Source: an optimization exercise on an open RTL-to-GDS flow (aim: small area, a short achievable clock period and few clock cycles per item). Production flows keep margins and buffers that such runs may drop.
RTL that was checked went through simulation tests only; none was proved equivalent to the original.

==> flow/design.v (excerpt) <==
module average #(
    parameter int NOF_BITS = 32
) (
    input  logic                clk,
    input  logic                rst_n,
    input  logic                start,
    input  logic                data_first,
    input  logic                data_last,
    input  logic [NOF_BITS-1:0] data_in,
    output logic [NOF_BITS:0]   data_out,
    output logic                busy,
    output logic                TO,
    output logic                done
);
Size in the first run: roughly 1000 cells after synthesis, about 140 flip-flops, roughly 73 I/O pins, about 8500 um^2 of cells after synthesis.
==> flow/config.mk <==
export PLATFORM = sky130hd
export DESIGN_NAME = average
export DESIGN_NICKNAME = average
export VERILOG_FILES = /design/flow/design.v
export SDC_FILE = /design/flow/constraint.sdc
export NUM_CORES = 4
export LEC_CHECK = 0
export CAP_MARGIN = 20
export CORE_MARGIN = 2
export CORE_UTILIZATION = 40
export CTS_BUF_LIST = sky130_fd_sc_hd__clkbuf_2 sky130_fd_sc_hd__clkbuf_4 sky130_fd_sc_hd__clkbuf_8
export SETUP_SLACK_MARGIN = 3.0
export SLEW_MARGIN = 20
==> flow/constraint.sdc <==
create_clock -name core_clock -period 6.0 [get_ports {clk}]
set_input_delay 1.2000 -clock core_clock [delete_from_list [all_inputs] [get_ports {clk}]]
set_output_delay 1.2000 -clock core_clock [all_outputs]
set_load 0.01 [all_outputs]
run.sh (not shown) runs the stock make flow with config.mk's settings and CLKGATE_MAP_FILE= SYNTH_SCRIPT=/design/flow/synth_recipe.tcl, a recipe that flattens the netlist after the stock synthesis.
Testbench counts at the start, summed over its fixed seeds: cycles 72,898, items 1,600.
Next try:
==> flow/flow/run.sh (new file) <==
#!/bin/bash
# The standard layout, except that the port buffers are the smallest
# plain buffer (buf_1) rather than the delay buffer buffer_ports picks by
# default; the resizer still upsizes any of them that timing needs.
set -euo pipefail
export BUFFER_PORTS_ARGS="-buffer_cell sky130_fd_sc_hd__buf_1"
bash standard.sh > standard_flow.log 2>&1
==> flow/standard.sh (new file) <==
#!/bin/bash
# synth_recipe.tcl (not shown) runs the flow's synth.tcl, then flattens the netlist and writes it again
# the make line also repeats each setting of config.mk as NAME=value (left out here)
make -C /OpenROAD-flow-scripts/flow DESIGN_CONFIG=/design/flow/config.mk WORK_HOME=/design/flow/orfs CLKGATE_MAP_FILE= SYNTH_SCRIPT=/design/flow/synth_recipe.tcl "${@:-finish}"
ABC_AREA = 1   (was not set)
CTS_BUF_LIST = sky130_fd_sc_hd__clkbuf_8   (was sky130_fd_sc_hd__clkbuf_2 sky130_fd_sc_hd__clkbuf_4 sky130_fd_sc_hd__clkbuf_8)
removed: flow/run.sh
Result:
- via count grows by 25%
- cell count came out higher by about 37%
- first-iteration DRC count rose by 74%
- routed wire length rose by about 20%
- core utilization falls by 2.9 points
- synthesized area rose by about 12%
Next try:
ABC_AREA = not set   (was 1)
CORE_UTILIZATION = 50   (was 40)
SETUP_SLACK_MARGIN = 3.2   (was 3.0)
Sequential cell count is unchanged. Worst hold slack hardly moves. Maximum frequency grows slightly. Register-to-register slack gains 0.03 ns. Via count shrinks by about a fifth.
Next try:
CORE_UTILIZATION = 40   (was 50)
After rerunning: Setup slack loses 0.0080 ns. Maximum frequency hardly moves. Cell area drops by 0.50%. Sequential share of layout area goes up by 0.21 points.
Next try:
CORE_UTILIZATION = 60   (was 40)
SETUP_SLACK_MARGIN = 3.0   (was 3.2)
=> First-iteration DRC count rose by well over a third; non-clock buffer count fell by 6; worst setup slack gets worse by 0.13 ns.

========
The RTL this note starts from:
==> flow/design.v <==
`timescale 1ns/1ps
module average #(
    parameter int NOF_BITS = 32
) (
    input  logic                clk,
    input  logic                rst_n,
    input  logic                start,
    input  logic                data_first,
    input  logic                data_last,
    input  logic [NOF_BITS-1:0] data_in,
    output logic [NOF_BITS:0]   data_out,
    output logic                busy,
    output logic                TO,
    output logic                done
);
    localparam int W = NOF_BITS;
    localparam int TIMEOUT_LIMIT = 10;
    logic       acc;       
    logic       v;         
    logic       div;       
    logic [4:0] cnt;       
    logic [W:0]   x;       
    logic [W-1:0] b;       
    logic [W-1:0] y;       
    wire waiting  = busy & ~acc & ~v & ~div;
    wire take     = acc | (waiting & data_first);
    wire to_now   = waiting & ~data_first & (cnt == 5'(TIMEOUT_LIMIT - 1));
    wire fin      = v & ~acc;                  
    wire sum_on   = v & acc;                   
    wire div_last = div & (&cnt);
    wire skip     = div & ~|x & ~|y[W-1:W-3] & ~&cnt[4:2];
    logic [W/4-1:0] g_all, g_pre;    
    logic [W-1:0]   y_inc;
    always_comb begin
        for (int g = 0; g < W / 4; g++) g_all[g] = &y[4*g +: 4];
        for (int g = 0; g < W / 4; g++) begin
            g_pre[g] = 1'b1;
            for (int h = 0; h < g; h++) g_pre[g] = g_pre[g] & g_all[h];
        end
        for (int g = 0; g < W / 4; g++)
            for (int k = 0; k < 4; k++)
                y_inc[4*g + k] = y[4*g + k] ^ (g_pre[g] & &(y[4*g +: 4] | ~4'((1 << k) - 1)));
    end
    wire [W+1:0] sum = {1'b0, x} + {1'b0, div, b} + (W+2)'(div);
    wire         ge  = sum[W+1];               
    always_ff @(posedge clk) begin
        if (skip)
            x <= {{W{1'b0}}, y[W-4]};
        else if (div)
            x <= {ge ? sum[W-1:0] : x[W-1:0], y[W-1]};
        else if (fin)
            x <= {{(W-1){1'b0}}, sum[W:W-1]};
        else if (sum_on)
            x <= sum[W:0];
        else
            x <= '0;
        if (skip)
            y <= {y[W-5:0], 4'b0};
        else if (div)
            y <= {y[W-2:0], ge};
        else if (fin)
            y <= {sum[W-2:0], 1'b0};
        else
            y <= acc ? y_inc : W'(1);
        if (fin)
            b <= ~y;
        else if (!div)
            b <= data_in;
    end
    always_ff @(posedge clk or negedge rst_n) begin
        if (!rst_n) begin
            busy     <= 1'b0;
            acc      <= 1'b0;
            v        <= 1'b0;
            div      <= 1'b0;
            cnt      <= '0;
            TO       <= 1'b0;
            done     <= 1'b0;
            data_out <= '0;
        end else begin
            TO   <= to_now;
            done <= div_last;
            v    <= take;
            if (!busy) begin
                busy <= start;
                cnt  <= '0;
            end else begin
                if (to_now | div_last) busy <= 1'b0;
                cnt <= fin ? '0 : cnt + (skip ? 5'd4 : 5'd1);
                if (take) acc <= ~data_last;
                div <= fin | (div & ~div_last);
            end
            if (div_last) data_out <= {1'b0, y[W-2:0], ge};
        end
    end
endmodule
Settings: LEC_CHECK=0, CAP_MARGIN=20, CORE_MARGIN=2, CORE_UTILIZATION=40, CTS_BUF_LIST=sky130_fd_sc_hd__clkbuf_8, SETUP_SLACK_MARGIN=3.2, SLEW_MARGIN=20; clock period 6.0 ns.
standard.sh (not shown) runs the stock make flow with config.mk's settings and CLKGATE_MAP_FILE= SYNTH_SCRIPT=/design/flow/synth_recipe.tcl, a recipe that flattens the netlist after the stock synthesis.
==> flow/flow/run.sh <==
#!/bin/bash
# The standard layout, except that the port buffers are the smallest
# plain buffer (buf_1) rather than the delay buffer buffer_ports picks by
# default; the resizer still upsizes any of them that timing needs.
set -euo pipefail
export BUFFER_PORTS_ARGS="-buffer_cell sky130_fd_sc_hd__buf_1"
bash standard.sh > standard_flow.log 2>&1
The starting point passed the timing, design-rule and antenna checks.
Change:
SETUP_SLACK_MARGIN = 3.1   (was 3.2)
Outcome: The new run finished with timing, DRC and antenna clean; non-clock buffer count fell by 23; critical path depth grows by 2; wire length came out lower by 4.1%; worst setup slack gets better by 0.0031 ns; global-route usage drops by 0.67 points; design area drops by about 5%; fmax barely changes.
No functional check of the RTL was part of any run of this note.

========
== exp/raven ==
Another version of the RTL of average (not shown whole).
Size: about 140 flip-flops, ~73 I/O pins, about 8600 um2 of cells after synthesis.
## average
module average #(
    parameter int NOF_BITS = 32
) (
    input  logic                clk,
    input  logic                rst_n,
    input  logic                start,
    input  logic                data_first,
    input  logic                data_last,
    input  logic [NOF_BITS-1:0] data_in,
    output logic [NOF_BITS:0]   data_out,
    output logic                busy,
    output logic                TO,
    output logic                done
);
==> flow/config.mk <==
export PLATFORM = sky130hd
export DESIGN_NAME = average
export DESIGN_NICKNAME = average
export VERILOG_FILES = /design/flow/design.v
export SDC_FILE = /design/flow/constraint.sdc
export NUM_CORES = 4
export LEC_CHECK = 0
export CAP_MARGIN = 20
export CORE_MARGIN = 2
export CORE_UTILIZATION = 40
export CTS_BUF_LIST = sky130_fd_sc_hd__clkbuf_8
export SETUP_SLACK_MARGIN = 3.1
export SLEW_MARGIN = 20
==> flow/constraint.sdc <==
create_clock -name core_clock -period 6.0 [get_ports {clk}]
set_input_delay 1.2000 -clock core_clock [delete_from_list [all_inputs] [get_ports {clk}]]
set_output_delay 1.2000 -clock core_clock [all_outputs]
set_load 0.01 [all_outputs]
Scripts as last shown in full above: flow/flow/run.sh
Testbench counts of exp/raven, summed over its fixed seeds: cycles 66,598, items 1,600.
Here is what was changed in the inputs of exp/nickel compared with exp/raven.
# exp/raven
export LEC_CHECK = 0
export CAP_MARGIN = 20
export CORE_MARGIN = 2
export CORE_UTILIZATION = 40
export CTS_BUF_LIST = sky130_fd_sc_hd__clkbuf_8
export SETUP_SLACK_MARGIN = 3.1
export SLEW_MARGIN = 20
create_clock -name core_clock -period 6.0 [get_ports {clk}]
# exp/nickel
export LEC_CHECK = 0
export CAP_MARGIN = 20
export CORE_MARGIN = 2
export CORE_UTILIZATION = 45
export CTS_BUF_LIST = sky130_fd_sc_hd__clkbuf_8
export SETUP_SLACK_MARGIN = 3.0
export SLEW_MARGIN = 20
create_clock -name core_clock -period 6.0 [get_ports {clk}]
## What came out
Met2 wirelength from detailed routing: exp/nickel lower than exp/raven. exp/nickel vs. exp/raven: sequential share of layout area +1.8 points, area added between synthesis and finish decreased 6.3 points. exp/nickel: no failed stages, no open violations at the end.
## Diff of input files: exp/garnet against exp/nickel
# exp/nickel
export LEC_CHECK = 0
export CAP_MARGIN = 20
export CORE_MARGIN = 2
export CORE_UTILIZATION = 45
export CTS_BUF_LIST = sky130_fd_sc_hd__clkbuf_8
export SETUP_SLACK_MARGIN = 3.0
export SLEW_MARGIN = 20
create_clock -name core_clock -period 6.0 [get_ports {clk}]
# exp/garnet
export LEC_CHECK = 0
export CAP_MARGIN = 20
export CORE_MARGIN = 2
export CORE_UTILIZATION = 35
export CTS_BUF_LIST = sky130_fd_sc_hd__clkbuf_8
export SETUP_SLACK_MARGIN = 3.0
export SLEW_MARGIN = 20
create_clock -name core_clock -period 6.0 [get_ports {clk}]
--- outcome ---
exp/garnet: no failed stages, no open violations at the end
Compared with exp/nickel, exp/garnet shows a number of buffer and inverter instances along the worst setup path that is 1 lower.
From exp/nickel to exp/garnet the numbers moved as follows: count of inserted tapcells now sits higher, effective utilization at floorplan now sits lower, layout net count now sits at about the same level.
Changes in exp/umber relative to exp/garnet:
# exp/garnet
export LEC_CHECK = 0
export CAP_MARGIN = 20
export CORE_MARGIN = 2
export CORE_UTILIZATION = 35
export CTS_BUF_LIST = sky130_fd_sc_hd__clkbuf_8
export SETUP_SLACK_MARGIN = 3.0
export SLEW_MARGIN = 20
create_clock -name core_clock -period 6.0 [get_ports {clk}]
# exp/umber
export LEC_CHECK = 0
export CAP_MARGIN = 20
export CORE_MARGIN = 2
export CORE_UTILIZATION = 40
export CTS_BUF_LIST = sky130_fd_sc_hd__clkbuf_8
export SETUP_SLACK_MARGIN = 2.8
export SLEW_MARGIN = 20
create_clock -name core_clock -period 6.0 [get_ports {clk}]
[summary]
Setup WNS exp/garnet -> exp/umber: worse
Run comparison: exp/umber highest layer used for signal routing met4; exp/garnet highest layer used for signal routing met5
exp/umber vs. exp/garnet: met3 layer usage reported by global route went up by 0.58 points, cell count after placement went down by 48, final number of max-transition violations was more or less identical, sequential share of layout area went up by 0.16 points.
Per the comparison of exp/umber with exp/garnet, footprint of the multi-input gates now smaller, area overhead of the layout relative to synthesis now sits lower, average detailed-routed wire length per instance higher, design area moved down.
For exp/pepper, these inputs were changed with respect to exp/umber:
# exp/umber
export LEC_CHECK = 0
export CAP_MARGIN = 20
export CORE_MARGIN = 2
export CORE_UTILIZATION = 40
export CTS_BUF_LIST = sky130_fd_sc_hd__clkbuf_8
export SETUP_SLACK_MARGIN = 2.8
export SLEW_MARGIN = 20
create_clock -name core_clock -period 6.0 [get_ports {clk}]
# exp/pepper
export LEC_CHECK = 0
export CAP_MARGIN = 20
export CORE_MARGIN = 2
export CORE_UTILIZATION = 40
export CTS_BUF_LIST = sky130_fd_sc_hd__clkbuf_8
export GPL_ROUTABILITY_DRIVEN = 0
export SETUP_SLACK_MARGIN = 3.0
export SLEW_MARGIN = 20
create_clock -name core_clock -period 6.0 [get_ports {clk}]
--- outcome ---
- [compare] base=exp/umber new=exp/pepper: overall fraction of global-route tracks in use moved up.
- Cell with the largest stage delay on the worst path = sky130_fd_sc_hd__fa_2: exp/umber; cell with the largest stage delay on the worst path = sky130_fd_sc_hd__or4b_4: exp/pepper
- On worst hold margin, exp/umber tracks exp/pepper almost exactly.
- Measured against each other, exp/pepper and exp/umber differ in worst relative slew slack, the lower figure coming from exp/pepper.
- Changes observed in exp/pepper relative to exp/umber: period utilization fell by 4.1 points.
Modified inputs, exp/tundra compared to exp/pepper
# exp/pepper
export LEC_CHECK = 0
export CAP_MARGIN = 20
export CORE_MARGIN = 2
export CORE_UTILIZATION = 40
export CTS_BUF_LIST = sky130_fd_sc_hd__clkbuf_8
export GPL_ROUTABILITY_DRIVEN = 0
export SETUP_SLACK_MARGIN = 3.0
export SLEW_MARGIN = 20
create_clock -name core_clock -period 6.0 [get_ports {clk}]
# exp/tundra
export LEC_CHECK = 0
export CAP_MARGIN = 20
export CORE_MARGIN = 2
export CORE_UTILIZATION = 40
export CTS_BUF_LIST = sky130_fd_sc_hd__clkbuf_8
export SETUP_SLACK_MARGIN = 3.0
export SLEW_MARGIN = 20
create_clock -name core_clock -period 6.0 [get_ports {clk}]
--- outcome ---
- Looking at exp/pepper and exp/tundra, the transition time at the pin with the least slew margin is a wash.
- As far as global routing met3 resource utilization goes, exp/pepper and exp/tundra are indistinguishable; the numbers are identical.
- Comparing exp/pepper against exp/tundra, there is no change at all in synthesized area per cell.
- Share of async-settable or async-resettable flops after synthesis came out exactly the same in exp/pepper and exp/tundra.

## what the ideal ports hide
In the flow no input, the clock included, has a driving cell. The finished layouts below were timed again as built, in two steps. Step 1: set_driving_cell puts a clkbuf_16 on clk and a buf_2 on each other input, an assumption about the parent block. Step 2 also shifts input and output timing later by t, the mid clock arrival at the registers, as if the neighbouring blocks saw the same clock. Three values: no drivers, after step 1, after step 2; two values: the first two.
| run | shift t [ns] | setup slack, ns | worst hold slack (ns) | worst slew at a driven data input, ns |
|---|---|---|---|---|
| the first run of note 1 | 0.506 | 3.047 / 3.047 / 3.047 | 0.479 / 0.479 / 0.479 | 0.05 |
| the second run of note 1 | 0.496 | 3.196 / 3.196 / 3.196 | 0.480 / 0.480 / 0.480 | 0.04 |
| the third run of note 1 | 0.495 | 3.225 / 3.225 / 3.225 | 0.479 / 0.479 / 0.479 | 0.04 |
| the fourth run of note 1 | 0.501 | 3.217 / 3.217 / 3.217 | 0.477 / 0.477 / 0.477 | 0.05 |
| the fifth run of note 1 | 0.493 | 3.088 / 3.088 / 3.088 | 0.478 / 0.478 / 0.478 | 0.03 |
| the first run of note 2 | 0.476 | 3.084 / 3.084 / 3.084 | 0.477 / 0.477 / 0.477 | 0.04 |
| the second run of note 2 | 0.473 | 3.087 / 3.087 / 3.087 | 0.477 / 0.477 / 0.477 | 0.05 |
| exp/raven | 0.479 | 3.067 / 3.067 / 3.067 | 0.479 / 0.479 / 0.479 | 0.04 |
| exp/nickel | 0.493 | 3.045 / 3.045 / 3.045 | 0.477 / 0.477 / 0.477 | 0.03 |
| exp/garnet | 0.493 | 3.008 / 3.008 / 3.008 | 0.476 / 0.476 / 0.476 | 0.04 |
| exp/umber | 0.495 | 2.841 / 2.841 / 2.841 | 0.473 / 0.473 / 0.473 | 0.04 |
| exp/pepper | 0.483 | 3.088 / 3.088 / 3.088 | 0.476 / 0.476 / 0.476 | 0.04 |
| exp/tundra | 0.483 | 3.088 / 3.088 / 3.088 | 0.476 / 0.476 / 0.476 | 0.04 |
After both steps setup and hold are still met in every run listed.
